Context: an optimization exercise on an open-source flow, tuned for small area, a short achievable clock period and few clock cycles per item. The choices shown serve that exercise and are no tape-out recipe. Function was checked by simulation only, so behaviour that the tests miss may differ from the original.

Setup of run 1:
// proc
module proc(
    i_clk    ,
    i_rstn   ,
    i_en     ,
    i_grant_rd  ,
    i_grant_wr  ,
    i_valid  ,
    i_instr ,
    i_data ,
    o_addr  ,
    o_finish ,
    o_req_rd,
    o_req_wr,
    o_ack    ,
    o_data   ,
    o_wr_size ,
    o_busy
);
==> flow/config.mk <==
export PLATFORM = sky130hd
export DESIGN_NAME = proc
export DESIGN_NICKNAME = proc
export VERILOG_FILES = /design/flow/design.v
export SDC_FILE = /design/flow/constraint.sdc
export NUM_CORES = 4
export LEC_CHECK = 0
export CAP_MARGIN = 20
export CORE_MARGIN = 2
export CORE_UTILIZATION = 75
export SLEW_MARGIN = 20
export SYNTH_HIERARCHICAL = 1
==> flow/constraint.sdc <==
create_clock -name core_clock -period 11.0 [get_ports {i_clk}]
set_input_delay 2.2000 -clock core_clock [delete_from_list [all_inputs] [get_ports {i_clk}]]
set_output_delay 2.2000 -clock core_clock [all_outputs]
set_load 0.01 [all_outputs]
standard.sh (not shown) runs the stock make flow with config.mk's settings and CLKGATE_MAP_FILE= SYNTH_SCRIPT=/design/flow/synth_recipe.tcl, a recipe that flattens the netlist after the stock synthesis.
==> flow/flow/run.sh <==
#!/bin/bash
# Own flow: the standard ORFS flow (standard.sh, unchanged synthesis), with
#  - the port buffers made as sky130_fd_sc_hd__buf_1 instead of the default delay buffer,
#  - timing repair (floorplan, CTS, global route) aiming at extra setup slack,
#  - clock tree synthesis without dummy loads.
# The make output goes to make.log; ORFS writes each step's log under orfs/logs/.
set -euo pipefail
export BUFFER_PORTS_ARGS="-buffer_cell sky130_fd_sc_hd__buf_1"
export SETUP_SLACK_MARGIN=7.3
export CTS_ARGS="-sink_clustering_enable -repair_clock_nets -sink_clustering_size 8 -sink_clustering_max_diameter 40 -buf_list {sky130_fd_sc_hd__clkbuf_4} -dont_use_dummy_load"
bash standard.sh > make.log 2>&1
Testbench counts of run 1, summed over its fixed seeds: cycles 21,430, items 15,905.
Input changes introduced in run 2 (baseline for comparison: run 1):
# run 1
export LEC_CHECK = 0
export CAP_MARGIN = 20
export CORE_MARGIN = 2
export CORE_UTILIZATION = 75
export SLEW_MARGIN = 20
export SYNTH_HIERARCHICAL = 1
create_clock -name core_clock -period 11.0 [get_ports {i_clk}]
# run 2
export LEC_CHECK = 0
export CAP_MARGIN = 20
export CORE_MARGIN = 2
export CORE_UTILIZATION = 65
export SLEW_MARGIN = 20
export SYNTH_HIERARCHICAL = 1
export TNS_END_PERCENT = 10
create_clock -name core_clock -period 11.0 [get_ports {i_clk}]
diff --git a/flow/flow/run.sh b/flow/flow/run.sh
--- a/flow/flow/run.sh
+++ b/flow/flow/run.sh
@@ -7,5 +7,5 @@
 set -euo pipefail
 export BUFFER_PORTS_ARGS="-buffer_cell sky130_fd_sc_hd__buf_1"
-export SETUP_SLACK_MARGIN=7.3
+export SETUP_SLACK_MARGIN=7.6
 export CTS_ARGS="-sink_clustering_enable -repair_clock_nets -sink_clustering_size 8 -sink_clustering_max_diameter 40 -buf_list {sky130_fd_sc_hd__clkbuf_4} -dont_use_dummy_load"
 bash standard.sh > make.log 2>&1
--- outcome ---
- Run 2 | status: complete | timing, DRC, antenna: pass
- The higher area of all placed cells without fillers came out of run 2.
- Diff run 2..run 1 | maximum net fanout on the critical path | unchanged
- On full die area, run 1 beats run 2.
- Taking run 1 as the reference, in run 2 aggregate routed wire length rose 3.5%, final setup slack of the worst path picked up an extra 57 ps, smallest hold slack rose by 41 ps.
Edits applied to the flow inputs when going from run 2 to run 3:
# run 2
export LEC_CHECK = 0
export CAP_MARGIN = 20
export CORE_MARGIN = 2
export CORE_UTILIZATION = 65
export SLEW_MARGIN = 20
export SYNTH_HIERARCHICAL = 1
export TNS_END_PERCENT = 10
create_clock -name core_clock -period 11.0 [get_ports {i_clk}]
# run 3
export LEC_CHECK = 0
export CAP_MARGIN = 20
export CORE_MARGIN = 2
export CORE_UTILIZATION = 65
export SLEW_MARGIN = 20
export SYNTH_HIERARCHICAL = 1
export TNS_END_PERCENT = 30
create_clock -name core_clock -period 11.0 [get_ports {i_clk}]
diff --git a/flow/flow/run.sh b/flow/flow/run.sh
--- a/flow/flow/run.sh
+++ b/flow/flow/run.sh
@@ -7,5 +7,5 @@
 set -euo pipefail
 export BUFFER_PORTS_ARGS="-buffer_cell sky130_fd_sc_hd__buf_1"
-export SETUP_SLACK_MARGIN=7.6
+export SETUP_SLACK_MARGIN=7.3
 export CTS_ARGS="-sink_clustering_enable -repair_clock_nets -sink_clustering_size 8 -sink_clustering_max_diameter 40 -buf_list {sky130_fd_sc_hd__clkbuf_4} -dont_use_dummy_load"
 bash standard.sh > make.log 2>&1
[summary]
Run 3 vs run 2 on count of clock-buffer cells in the layout: run 3 is the lower one.
Compared with run 2, run 3 shows a sum of buffers and inverters on the critical path that is 2 higher.
The worst hold slack of run 3 was inferior to that of run 2.
Diff run 2 -> run 3: total wire length now smaller.
Via count is lower on run 3
Global-route usage: run 2 and run 3 compared, higher one is run 2
Delta (run 3 minus run 2): number of cells upsized or downsized after cts has decreased; final cell count has decreased.
For run 4, these inputs were changed with respect to run 3:
# run 3
export LEC_CHECK = 0
export CAP_MARGIN = 20
export CORE_MARGIN = 2
export CORE_UTILIZATION = 65
export SLEW_MARGIN = 20
export SYNTH_HIERARCHICAL = 1
export TNS_END_PERCENT = 30
create_clock -name core_clock -period 11.0 [get_ports {i_clk}]
# run 4
export LEC_CHECK = 0
export CAP_MARGIN = 20
export CORE_MARGIN = 2
export CORE_UTILIZATION = 65
export SLEW_MARGIN = 20
export SYNTH_HIERARCHICAL = 1
create_clock -name core_clock -period 11.0 [get_ports {i_clk}]
diff --git a/flow/flow/run.sh b/flow/flow/run.sh
--- a/flow/flow/run.sh
+++ b/flow/flow/run.sh
@@ -8,4 +8,4 @@
 export BUFFER_PORTS_ARGS="-buffer_cell sky130_fd_sc_hd__buf_1"
 export SETUP_SLACK_MARGIN=7.3
-export CTS_ARGS="-sink_clustering_enable -repair_clock_nets -sink_clustering_size 8 -sink_clustering_max_diameter 40 -buf_list {sky130_fd_sc_hd__clkbuf_4} -dont_use_dummy_load"
+export CTS_ARGS="-sink_clustering_enable -repair_clock_nets -sink_clustering_size 8 -sink_clustering_max_diameter 40 -buf_list {sky130_fd_sc_hd__clkbuf_4} -dont_use_dummy_load -root_buf sky130_fd_sc_hd__clkbuf_16"
 bash standard.sh > make.log 2>&1
Notes after the runs:
Diff run 4 and run 3: final core utilization higher in run 4. The library cell contributing the largest single delay on the critical path comes out sky130_fd_sc_hd__ha_1 in one run and sky130_fd_sc_hd__a221oi_4 in the other, namely in run 3 and run 4 respectively. [compare] base=run 3 new=run 4: least setup slack across all paths after layout fell 63 ps; total wire length after detailed routing rose 3.6%; synthesis-to-layout area growth rose 4.2 points; number of clock buffers in the layout rose about 4.7%. Looking at worst hold slack, run 4 sits above run 3.
Inputs modified between run 4 and run 5:
diff --git a/flow/flow/run.sh b/flow/flow/run.sh
--- a/flow/flow/run.sh
+++ b/flow/flow/run.sh
@@ -8,4 +8,4 @@
 export BUFFER_PORTS_ARGS="-buffer_cell sky130_fd_sc_hd__buf_1"
 export SETUP_SLACK_MARGIN=7.3
-export CTS_ARGS="-sink_clustering_enable -repair_clock_nets -sink_clustering_size 8 -sink_clustering_max_diameter 40 -buf_list {sky130_fd_sc_hd__clkbuf_4} -dont_use_dummy_load -root_buf sky130_fd_sc_hd__clkbuf_16"
+export CTS_ARGS="-sink_clustering_enable -repair_clock_nets -sink_clustering_size 8 -sink_clustering_max_diameter 40 -buf_list {sky130_fd_sc_hd__clkbuf_4 sky130_fd_sc_hd__clkbuf_8} -sink_clustering_buffer sky130_fd_sc_hd__clkbuf_4 -dont_use_dummy_load"
 bash standard.sh > make.log 2>&1
==> comparison <==
- On clock-pin slew on the worst setup and hold paths, run 4 and run 5 are basically level.
- Run 5 did not stop at any stage, and its layout met the timing, design-rule and antenna checks.
- Of run 4 and run 5, run 4 shows the higher share of the clock period used by the worst path, with run 5 below it.
- As far as number of instances in the synthesized netlist goes, run 5 and run 4 are indistinguishable; the numbers are identical.
- Between run 4 and run 5, the difference in routed wire length is negligible.
- Compared with run 4, run 5 shows a lower worst slack on hold paths.
- | routed length on met3 | run 5 vs run 4 | 4.1% higher |


== run A ==
Starting RTL as in the previous note.
## proc
module proc(
    i_clk    ,
    i_rstn   ,
    i_en     ,
    i_grant_rd  ,
    i_grant_wr  ,
    i_valid  ,
    i_instr ,
    i_data ,
    o_addr  ,
    o_finish ,
    o_req_rd,
    o_req_wr,
    o_ack    ,
    o_data   ,
    o_wr_size ,
    o_busy
);
clock: 11.0 ns
lec_check: 0
cap_margin: 20
core_margin: 2
core_utilization: 65
slew_margin: 20
synth_hierarchical: 1
tns_end_percent: 10
==> flow/flow/run.sh <==
#!/bin/bash
# Own flow: the standard ORFS flow (standard.sh, unchanged synthesis), with
#  - the port buffers made as sky130_fd_sc_hd__buf_1 instead of the default delay buffer,
#  - timing repair (floorplan, CTS, global route) aiming at extra setup slack,
#  - clock tree synthesis without dummy loads.
# The make output goes to make.log; ORFS writes each step's log under orfs/logs/.
set -euo pipefail
export BUFFER_PORTS_ARGS="-buffer_cell sky130_fd_sc_hd__buf_1"
export SETUP_SLACK_MARGIN=7.4
export CTS_ARGS="-sink_clustering_enable -repair_clock_nets -sink_clustering_size 8 -sink_clustering_max_diameter 40 -buf_list {sky130_fd_sc_hd__clkbuf_4} -dont_use_dummy_load"
bash standard.sh > make.log 2>&1
Testbench counts of run A, summed over its fixed seeds: cycles 21,430, items 15,905.
--- input diff run A..run B ---
- changing CORE_UTILIZATION from 65 to 55
- removing TNS_END_PERCENT (formerly 10)
--- a/flow/flow/run.sh
+++ b/flow/flow/run.sh
@@ -8,3 +8,3 @@
 export BUFFER_PORTS_ARGS="-buffer_cell sky130_fd_sc_hd__buf_1"
-export SETUP_SLACK_MARGIN=7.4
+export SETUP_SLACK_MARGIN=7.3
 export CTS_ARGS="-sink_clustering_enable -repair_clock_nets -sink_clustering_size 8 -sink_clustering_max_diameter 40 -buf_list {sky130_fd_sc_hd__clkbuf_4} -dont_use_dummy_load"
## What came out
Higher share of final-layout standard cells stronger than drive strength 1 among run B and run A: run B
Number of nets in the final layout across run B and run A: no real change.
Diff run A -> run B | via count of the routed design | down by a few percent
Compared with run A, run B shows iteration-0 DRC count of the detailed router that has gone down by more than 10%.
Slew of the pin with the lowest slew margin (lower): run A
Looking at placeable core region, run B sits 18% higher than run A does.
The lower final-layout worst hold slack came out of run A.
Setup changes, run B to run C
- CORE_UTILIZATION now 65, was 55
--- a/flow/flow/run.sh
+++ b/flow/flow/run.sh
@@ -8,3 +8,3 @@
 export BUFFER_PORTS_ARGS="-buffer_cell sky130_fd_sc_hd__buf_1"
-export SETUP_SLACK_MARGIN=7.3
+export SETUP_SLACK_MARGIN=7.0
 export CTS_ARGS="-sink_clustering_enable -repair_clock_nets -sink_clustering_size 8 -sink_clustering_max_diameter 40 -buf_list {sky130_fd_sc_hd__clkbuf_4} -dont_use_dummy_load"
### Flow results
- Destination of the critical timing path: rreg[30]$_DFF_P_ -> run B, s1_r2[30]$_DFF_P_ -> run C
- Going from run B to run C, share of the cycle needed by the critical path after routing went up; core utilization increased 7.8 points.
Setup changes, run C to run D
- swapping 65 for 55 in CORE_UTILIZATION
--- a/flow/flow/run.sh
+++ b/flow/flow/run.sh
@@ -8,4 +8,4 @@
 export BUFFER_PORTS_ARGS="-buffer_cell sky130_fd_sc_hd__buf_1"
-export SETUP_SLACK_MARGIN=7.0
-export CTS_ARGS="-sink_clustering_enable -repair_clock_nets -sink_clustering_size 8 -sink_clustering_max_diameter 40 -buf_list {sky130_fd_sc_hd__clkbuf_4} -dont_use_dummy_load"
+export SETUP_SLACK_MARGIN=7.3
+export CTS_ARGS="-sink_clustering_enable -repair_clock_nets -sink_clustering_size 10 -sink_clustering_max_diameter 50 -buf_list {sky130_fd_sc_hd__clkbuf_4} -dont_use_dummy_load"
 bash standard.sh > make.log 2>&1
==> comparison <==
Non-clock buffer area fraction after layout for run D: 2.2 points up relative to run C
Run D packs its core looser than run C.
Across both runs, fraction of layout instances using a drive strength above 1 was higher for run D than for run C.
Side by side, shortest period the worst path allows turned out lower in run D than in run C.
Run C -> run D: routed wire length on met3 increased by a little under 10%
Per the comparison of run D with run C, cell area increased about 5%, worst setup slack up 270 ps.

static timing again, ports no longer ideal:
In the flow no input, the clock included, has a driving cell. The finished layouts below were timed again as built, in two steps. Step 1: set_driving_cell puts a clkbuf_16 on i_clk and a buf_2 on each other input, an assumption about the parent block. Step 2, shift: input delay + t, output delay - t, t = (earliest + latest rising clock arrival at the registers) / 2. This alone moves slack from input paths to output paths. a / b / c = ideal ports / drivers / drivers and shift; a / b = the first two.
| run | t (ns) | setup WS [ns] | worst setup path after step 2 | slew at the worst register clock pin (ns) | pins driven straight from the clock port |
|---|---|---|---|---|---|
| run 1 | 0.950 | 7.202 / 7.140 / 6.374 | input to register | 0.11 / 0.11 | 1 |
| run 2 | 0.947 | 7.260 / 7.192 / 6.347 | input to register | 0.10 / 0.10 | 1 |
| run 3 | 0.960 | 7.170 / 7.150 / 6.251 | input to register | 0.10 / 0.10 | 1 |
| run 4 | 0.649 | 7.107 / 7.144 / 6.495 | input to register | 0.10 / 0.10 | 1 |
| run 5 | 0.736 | 7.136 / 7.155 / 6.419 | input to register | 0.10 / 0.10 | 1 |
| run A | 0.957 | 7.198 / 7.130 / 6.329 | input to register | 0.11 / 0.11 | 1 |
| run B | 0.959 | 7.303 / 7.254 / 6.356 | input to register | 0.10 / 0.10 | 1 |
| run C | 0.965 | 7.002 / 7.002 / 6.125 | input to register | 0.10 / 0.10 | 1 |
| run D | 0.938 | 7.268 / 7.199 / 6.392 | input to register | 0.12 / 0.12 | 1 |
After both steps setup and hold are still met in every run listed. For run B, which loses most, drivers alone change the setup slack by -0.049 ns; drivers and shift together by -0.947 ns.
